From an optimization exercise on the open Yosys and OpenROAD flow, aimed at small area; shortcuts taken in it are not production practice.
In this exercise RTL edits were held to simulation tests only and were not proved equivalent to the original.
No driver is modelled on the clock port, so clocking that relies on it looks cheaper here than on a real chip.
No activity file was given, so power comes from the tool's default toggle rates.

Setup of 03-03:
// DFM
module DFM(Sys_CLK, Sys_RST, D8, Uart_Tx);
input Sys_CLK, Sys_RST, D8;
output Uart_Tx;
function [19:0] inc20;
  input [19:0] t;
  input ci, clr;
  integer i;
  reg c;
  begin
    c = ci;
    for (i = 0; i < 20; i = i + 1) begin
      inc20[i] = ~clr & (t[i] ^ c);
      c = c & t[i];
    end
  end
endfunction
integer j;
reg [1:0] q;
reg [7:0] v;
reg [5:0] sl;
reg armed;          
wire tick = ~q[1] & q[0];
wire z = (sl == 6'd23);      
wire sl_end = sl_last & (v == 8'd44);
reg [7:0] v_n;
reg [5:0] sl_n;
reg rc;
always @(*) begin
  rc = tick;
  for (j = 0; j < 8; j = j + 1) begin
    v_n[j] = v[j] ^ rc;
    rc = rc & v[j];
  end
  v_n[0] = v_n[0] | rc;       
  rc = tick & (v == 8'd12);
  for (j = 0; j < 6; j = j + 1) begin
    sl_n[j] = sl[j] ^ rc;
    rc = rc & sl[j];
  end
end
always @(posedge Sys_CLK or negedge Sys_RST)
  if (!Sys_RST) begin
    q <= 2'd0; v <= 8'd43; sl <= 6'd23; armed <= 1'b0;
  end else begin
    q <= {q[1] ^ q[0], ~q[0]};
    if (tick & sl_end) begin
      v <= 8'd13;
      sl <= 6'd54;
    end else begin
      v <= v_n;
      sl <= sl_n;
    end
    if (tick & sl_end & ~z) armed <= 1'b1;
  end
reg d_buf, d_buf1;
wire d_rise = d_buf & ~d_buf1;
reg [7:0] pc;       
reg pg;             
reg rg;             
reg rg_d;           
reg gb_x;           
reg [19:0] t_x, t_h, t_l;    
reg [19:0] num_x, c_h, c_l;  
wire pc_end = pc[7] & ~pc[6] & ~pc[5] & (pc[3:0] == 4'd0);
wire [7:0] pc_n = {pc[6:5], pc[4] & ~pc_end, pc[3:0], ~(pc[7] ^ pc[6] ^ pc[5])};
always @(posedge Sys_CLK or negedge Sys_RST)
  if (!Sys_RST) begin
    d_buf <= 1'b0; d_buf1 <= 1'b0;
    pc <= 8'h00; pg <= 1'b0;
    rg <= 1'b0; rg_d <= 1'b0; gb_x <= 1'b0;
  end else begin
    d_buf <= D8; d_buf1 <= d_buf;
    pc <= pc_n;
    if (pc_end) pg <= ~pg;
    rg_d <= rg;
    if (d_rise) begin
      rg <= pg;
      gb_x <= rg;
    end
  end
always @(posedge Sys_CLK) begin
  t_x <= inc20(t_x, d_rise & rg, ~rg & (d_rise | ~gb_x));
  if ((d_rise & gb_x & ~rg) | z) num_x <= t_x;
  t_h <= inc20(t_h, rg & d_buf1, ~rg);
  ...
Size in the first run: roughly 6800 um^2 of cells after synthesis.
export LEC_CHECK = 0
export CAP_MARGIN = 20
export CORE_MARGIN = 2
export CORE_UTILIZATION = 40
export SLEW_MARGIN = 20
create_clock -name core_clock -period 10.0 [get_ports {Sys_CLK}]
standard.sh (not shown) runs the stock make flow with config.mk's settings and CLKGATE_MAP_FILE= SYNTH_SCRIPT=/design/flow/synth_recipe.tcl, a recipe that flattens the netlist after the stock synthesis.
==> flow/flow/run.sh <==
#!/bin/bash
# Standard layout, except:
#  * ports are buffered with buf_1 instead of the default buffer cell;
#  * the clock tree uses a clkbuf_8 root and clkbuf_4 leaf buffers, without
#    dummy loads; leaf buffers whose clock-pin slew would come out high are
#    swapped for clkbuf_8 before routing (flow/clkfix.tcl).
set -e
export BUFFER_PORTS_ARGS="-buffer_cell sky130_fd_sc_hd__buf_1"
export CTS_ARGS="-sink_clustering_enable -repair_clock_nets -dont_use_dummy_load -root_buf sky130_fd_sc_hd__clkbuf_8 -buf_list sky130_fd_sc_hd__clkbuf_4"
bash standard.sh cts > standard_cts.log 2>&1
openroad -no_init -exit flow/clkfix.tcl > clkfix.log 2>&1
bash standard.sh > standard_finish.log 2>&1
==> flow/flow/clkfix.tcl <==
# Swap clock leaf buffers (clkbuf_4) for clkbuf_8 where the estimated slew at
# a flip-flop clock pin they drive is over the limit below.
set limit_ps 115
set res orfs/results/sky130hd/DFM/base
set plat $::env(FLOW_HOME)/platforms/sky130hd
read_db $res/4_cts.odb
read_liberty $plat/lib/sky130_fd_sc_hd__tt_025C_1v80.lib
read_sdc $res/4_cts.sdc
source $plat/setRC.tcl
set_propagated_clock [all_clocks]
estimate_parasitics -placement
set block [ord::get_db_block]
set big [[ord::get_db] findMaster sky130_fd_sc_hd__clkbuf_8]
set changed 0
foreach inst [$block getInsts] {
  if {[[$inst getMaster] getName] ne "sky130_fd_sc_hd__clkbuf_4"} { continue }
  set net [[$inst findITerm X] getNet]
  if {$net eq "NULL"} { continue }
  set worst 0
  foreach pin [get_pins -of_objects [get_nets [$net getName]] -filter "direction == input"] {
    foreach p {slew_max_rise slew_max_fall} {
      set s [get_property $pin $p]
      set worst [expr {max($worst, $s)}]
    }
  }
  puts "[$inst getName] [$net getName] worst slew $worst"
  if {$worst * 1000.0 > $limit_ps} {
    $inst swapMaster $big
    incr changed
  }
}
puts "upsized $changed"
if {$changed} {
  detailed_placement
  check_placement
}
write_db $res/4_cts.odb
In summary, 03-03 completed successfully, with a layout that passed the timing, DRC and antenna checks.
Inputs modified between 03-03 and 08-07:
--- a/flow/flow/clkfix.tcl
+++ b/flow/flow/clkfix.tcl
@@ -1,5 +1,5 @@
 # Swap clock leaf buffers (clkbuf_4) for clkbuf_8 where the estimated slew at
 # a flip-flop clock pin they drive is over the limit below.
-set limit_ps 115
+set limit_ps 95
 set res orfs/results/sky130hd/DFM/base
 set plat $::env(FLOW_HOME)/platforms/sky130hd
==> results.txt <==
The lower worst max-slew margin expressed relative to the limit of 08-07 and 03-03 is in 03-03. Cell area | 08-07 vs 03-03 | 08-07 larger. 03-03 and 08-07 ended up with roughly the same global-route usage. 08-07 has completed all stages; timing, DRC and antenna checks passed. 08-07 against 03-03: clock tree buffer count of the final layout barely changed, wire length reported by the detailed router barely changed, first-iteration DRC count climbed 42, via count barely changed, part of the total power dissipated in the clock network climbed 1.8 points.


## P
DFM, a different RTL version from the one above (not shown whole).
Size in the first run: about 510 cells after synthesis, roughly 4 I/O pins, about 6900 µm² of cells after synthesis.
clock: 10.0 ns
lec_check: 0
cap_margin: 20
core_margin: 2
core_utilization: 40
slew_margin: 20
==> flow/flow/clkfix.tcl <==
# Swap clock leaf buffers (clkbuf_4) for clkbuf_8 where the estimated slew at
# a flip-flop clock pin they drive is over the limit below.
set limit_ps 130
set res orfs/results/sky130hd/DFM/base
set plat $::env(FLOW_HOME)/platforms/sky130hd
read_db $res/4_cts.odb
read_liberty $plat/lib/sky130_fd_sc_hd__tt_025C_1v80.lib
read_sdc $res/4_cts.sdc
source $plat/setRC.tcl
set_propagated_clock [all_clocks]
estimate_parasitics -placement
set block [ord::get_db_block]
set big [[ord::get_db] findMaster sky130_fd_sc_hd__clkbuf_8]
set changed 0
foreach inst [$block getInsts] {
  if {[[$inst getMaster] getName] ne "sky130_fd_sc_hd__clkbuf_4"} { continue }
  set net [[$inst findITerm X] getNet]
  if {$net eq "NULL"} { continue }
  set worst 0
  foreach pin [get_pins -of_objects [get_nets [$net getName]] -filter "direction == input"] {
    foreach p {slew_max_rise slew_max_fall} {
      set s [get_property $pin $p]
      set worst [expr {max($worst, $s)}]
    }
  }
  puts "[$inst getName] [$net getName] worst slew $worst"
  if {$worst * 1000.0 > $limit_ps} {
    $inst swapMaster $big
    incr changed
  }
}
puts "upsized $changed"
# Synthesis sizes some logic cells up for speed; the clock period leaves
# plenty of slack, so swap them back to the smallest size of the same cell
# and let repair_design fix any slew or capacitance limit this breaks.
set db [ord::get_db]
set down 0
foreach inst [$block getInsts] {
  set name [[$inst getMaster] getName]
  if {[$inst isFixed]} { continue }
  if {![regexp {^(sky130_fd_sc_hd__[a-z0-9]+)_([0-9]+)$} $name -> base size]} { continue }
  if {$size <= 1} { continue }
  if {[regexp {clkbuf|clkinv|^sky130_fd_sc_hd__df|^sky130_fd_sc_hd__edf|tap|fill|decap} $name]} { continue }
  if {[regexp {^(input|output)} [$inst getName]]} { continue }
  set best ""
  foreach s {0 1} {
    set m [$db findMaster ${base}_$s]
    if {$m ne "NULL"} { set best $m; break }
  }
  if {$best ne "" && [$best getWidth] < [[$inst getMaster] getWidth]} {
    $inst swapMaster $best
    incr down
  }
}
puts "downsized $down"
estimate_parasitics -placement
set_dont_use [get_lib_cells {sky130_fd_sc_hd__probe* sky130_fd_sc_hd__lpflow_*}]
repair_design
puts "setup slack [worst_slack -max] hold slack [worst_slack -min]"
detailed_placement
check_placement
write_db $res/4_cts.odb
Scripts as last shown in full above: flow/flow/run.sh
P: full flow OK, the timing, DRC and antenna checks passed
For Q, these inputs were changed with respect to P:
==> flow/flow/clkfix.tcl <==
# Swap clock leaf buffers (clkbuf_4) for clkbuf_8 where the estimated slew at
# a flip-flop clock pin they drive is over the limit below.
set limit_ps 130
set res orfs/results/sky130hd/DFM/base
set plat $::env(FLOW_HOME)/platforms/sky130hd
read_db $res/4_cts.odb
read_liberty $plat/lib/sky130_fd_sc_hd__tt_025C_1v80.lib
read_sdc $res/4_cts.sdc
source $plat/setRC.tcl
set_propagated_clock [all_clocks]
estimate_parasitics -placement
set block [ord::get_db_block]
set big [[ord::get_db] findMaster sky130_fd_sc_hd__clkbuf_8]
set changed 0
foreach inst [$block getInsts] {
  if {[[$inst getMaster] getName] ne "sky130_fd_sc_hd__clkbuf_4"} { continue }
  set net [[$inst findITerm X] getNet]
  if {$net eq "NULL"} { continue }
  set worst 0
  foreach pin [get_pins -of_objects [get_nets [$net getName]] -filter "direction == input"] {
    foreach p {slew_max_rise slew_max_fall} {
      set s [get_property $pin $p]
      set worst [expr {max($worst, $s)}]
    }
  }
  puts "[$inst getName] [$net getName] worst slew $worst"
  if {$worst * 1000.0 > $limit_ps} {
    $inst swapMaster $big
    incr changed
  }
}
puts "upsized $changed"
# Downsize logic cells that synthesis sized up for speed, where timing allows.
set_dont_use [get_lib_cells {sky130_fd_sc_hd__probe* sky130_fd_sc_hd__lpflow_*}]
estimate_parasitics -placement
repair_timing -recover_power 100 -verbose
detailed_placement
check_placement
write_db $res/4_cts.odb
--- outcome ---
Q: all stages complete, timing, DRC and antenna checks passed
The number of nets in the layout on Q is in line with that on P.
Compared P against Q; static leakage within noise.
Of Q and P, it is Q that has the lower sequential share of layout area.
Run comparison: Q critical path's slowest cell sky130_fd_sc_hd__dfstp_1; P critical path's slowest cell sky130_fd_sc_hd__dfstp_2
Diff Q and P: met2 usage in global routing higher in P
Going from P to Q, maximum frequency decreased 4.6%, post-CTS setup buffer count essentially unchanged.
For R, these inputs were changed with respect to Q:
- CORE_UTILIZATION now 65, was 40
--- a/flow/flow/clkfix.tcl
+++ b/flow/flow/clkfix.tcl
@@ -31,9 +31,7 @@
 }
 puts "upsized $changed"
-# Downsize logic cells that synthesis sized up for speed, where timing allows.
-set_dont_use [get_lib_cells {sky130_fd_sc_hd__probe* sky130_fd_sc_hd__lpflow_*}]
-estimate_parasitics -placement
-repair_timing -recover_power 100 -verbose
-detailed_placement
-check_placement
+if {$changed} {
+  detailed_placement
+  check_placement
+}
 write_db $res/4_cts.odb
==> comparison <==
- Share of power burned in the clock network in R is 0.2 points lower than in Q
- Diff Q -> R: peak clock frequency supported by timing higher; post-layout utilization of the core higher.
- Between Q and R, post-layout minimum cycle time is higher for Q, R comes in under that.
- R: no failed stages, no open violations at the end
Inputs modified between R and S:
- CORE_UTILIZATION: 65 -> 40
- SLEW_MARGIN: 20 -> 0
- CAP_MARGIN: 20 -> 0
## What came out
- Taking R as the reference point, the wire length of the first global-routing pass of S rises by 0.88%.
- On non-clock buffer count: S sits below R.
- In the route summary, S ends up with a via count below that of R.
- Between S and R, global-route met3 utilization is lower for S, R comes in above that.
- S vs. R: area growth from synthesis to final layout climbed 1.6 points; sequential share of layout area dropped 0.84 points; worst stage delay on the critical path barely changed.
- On setup slack: S sits below R.
What T does differently from S at the input level:
- a change of SLEW_MARGIN from 0 to 20
- a change of CAP_MARGIN from 0 to 20
--- a/flow/flow/clkfix.tcl
+++ b/flow/flow/clkfix.tcl
@@ -1,5 +1,5 @@
 # Swap clock leaf buffers (clkbuf_4) for clkbuf_8 where the estimated slew at
 # a flip-flop clock pin they drive is over the limit below.
-set limit_ps 130
+set limit_ps 115
 set res orfs/results/sky130hd/DFM/base
 set plat $::env(FLOW_HOME)/platforms/sky130hd
Notes after the runs:
T reached the end of the flow, and the finished layout is clean on the timing, DRC and antenna checks.
S has higher sequential group share of total power than T.
The setup slack number comes out lower for S vs T.
Delta (T minus S): data required time of the worst path now larger; tightest slew margin relative to the limit about even; length of routed met3 wiring shrank by about 9%; overall fraction of global-route tracks in use held steady; number of global-route vias before repair neither gained nor lost much.
Power grows slightly when moving from S to T.
Sequential share of layout area: T vs S, no meaningful difference
In terms of routed wire length, T and S differ only marginally.
As far as worst hold slack after final layout is concerned, T and S perform about the same.

re-timing with driven ports:
How much do the figures lean on ideal ports? The routed layouts below were timed once more, with nothing changed but the port constraints. Step 1 (the two cells are an assumption about what drives the block):
set clk [get_ports {Sys_CLK}]
set_driving_cell -lib_cell sky130_fd_sc_hd__clkbuf_16 $clk
set_driving_cell -lib_cell sky130_fd_sc_hd__buf_2 [delete_from_list [all_inputs] $clk]
Step 2 also shifts input and output timing later by t, the mid clock arrival at the registers, as if the neighbouring blocks saw the same clock. Slacks: ideal / step 1 / step 2; pairs: ideal / step 1.
| run | shift t [ns] | setup WS [ns] | worst setup path at the end |
|---|---|---|---|
| 03-03 | 0.458 | 4.750 / 4.750 / 4.750 | register to register |
| 08-07 | 0.465 | 4.779 / 4.779 / 4.779 | register to register |
| P | 0.443 | 4.741 / 4.741 / 4.741 | register to register |
| Q | 0.441 | 4.488 / 4.488 / 4.488 | register to register |
| R | 0.432 | 4.785 / 4.785 / 4.785 | register to register |
| S | 0.442 | 4.732 / 4.732 / 4.732 | register to register |
| T | 0.448 | 4.763 / 4.763 / 4.763 | register to register |
After both steps every run listed still meets setup and hold.
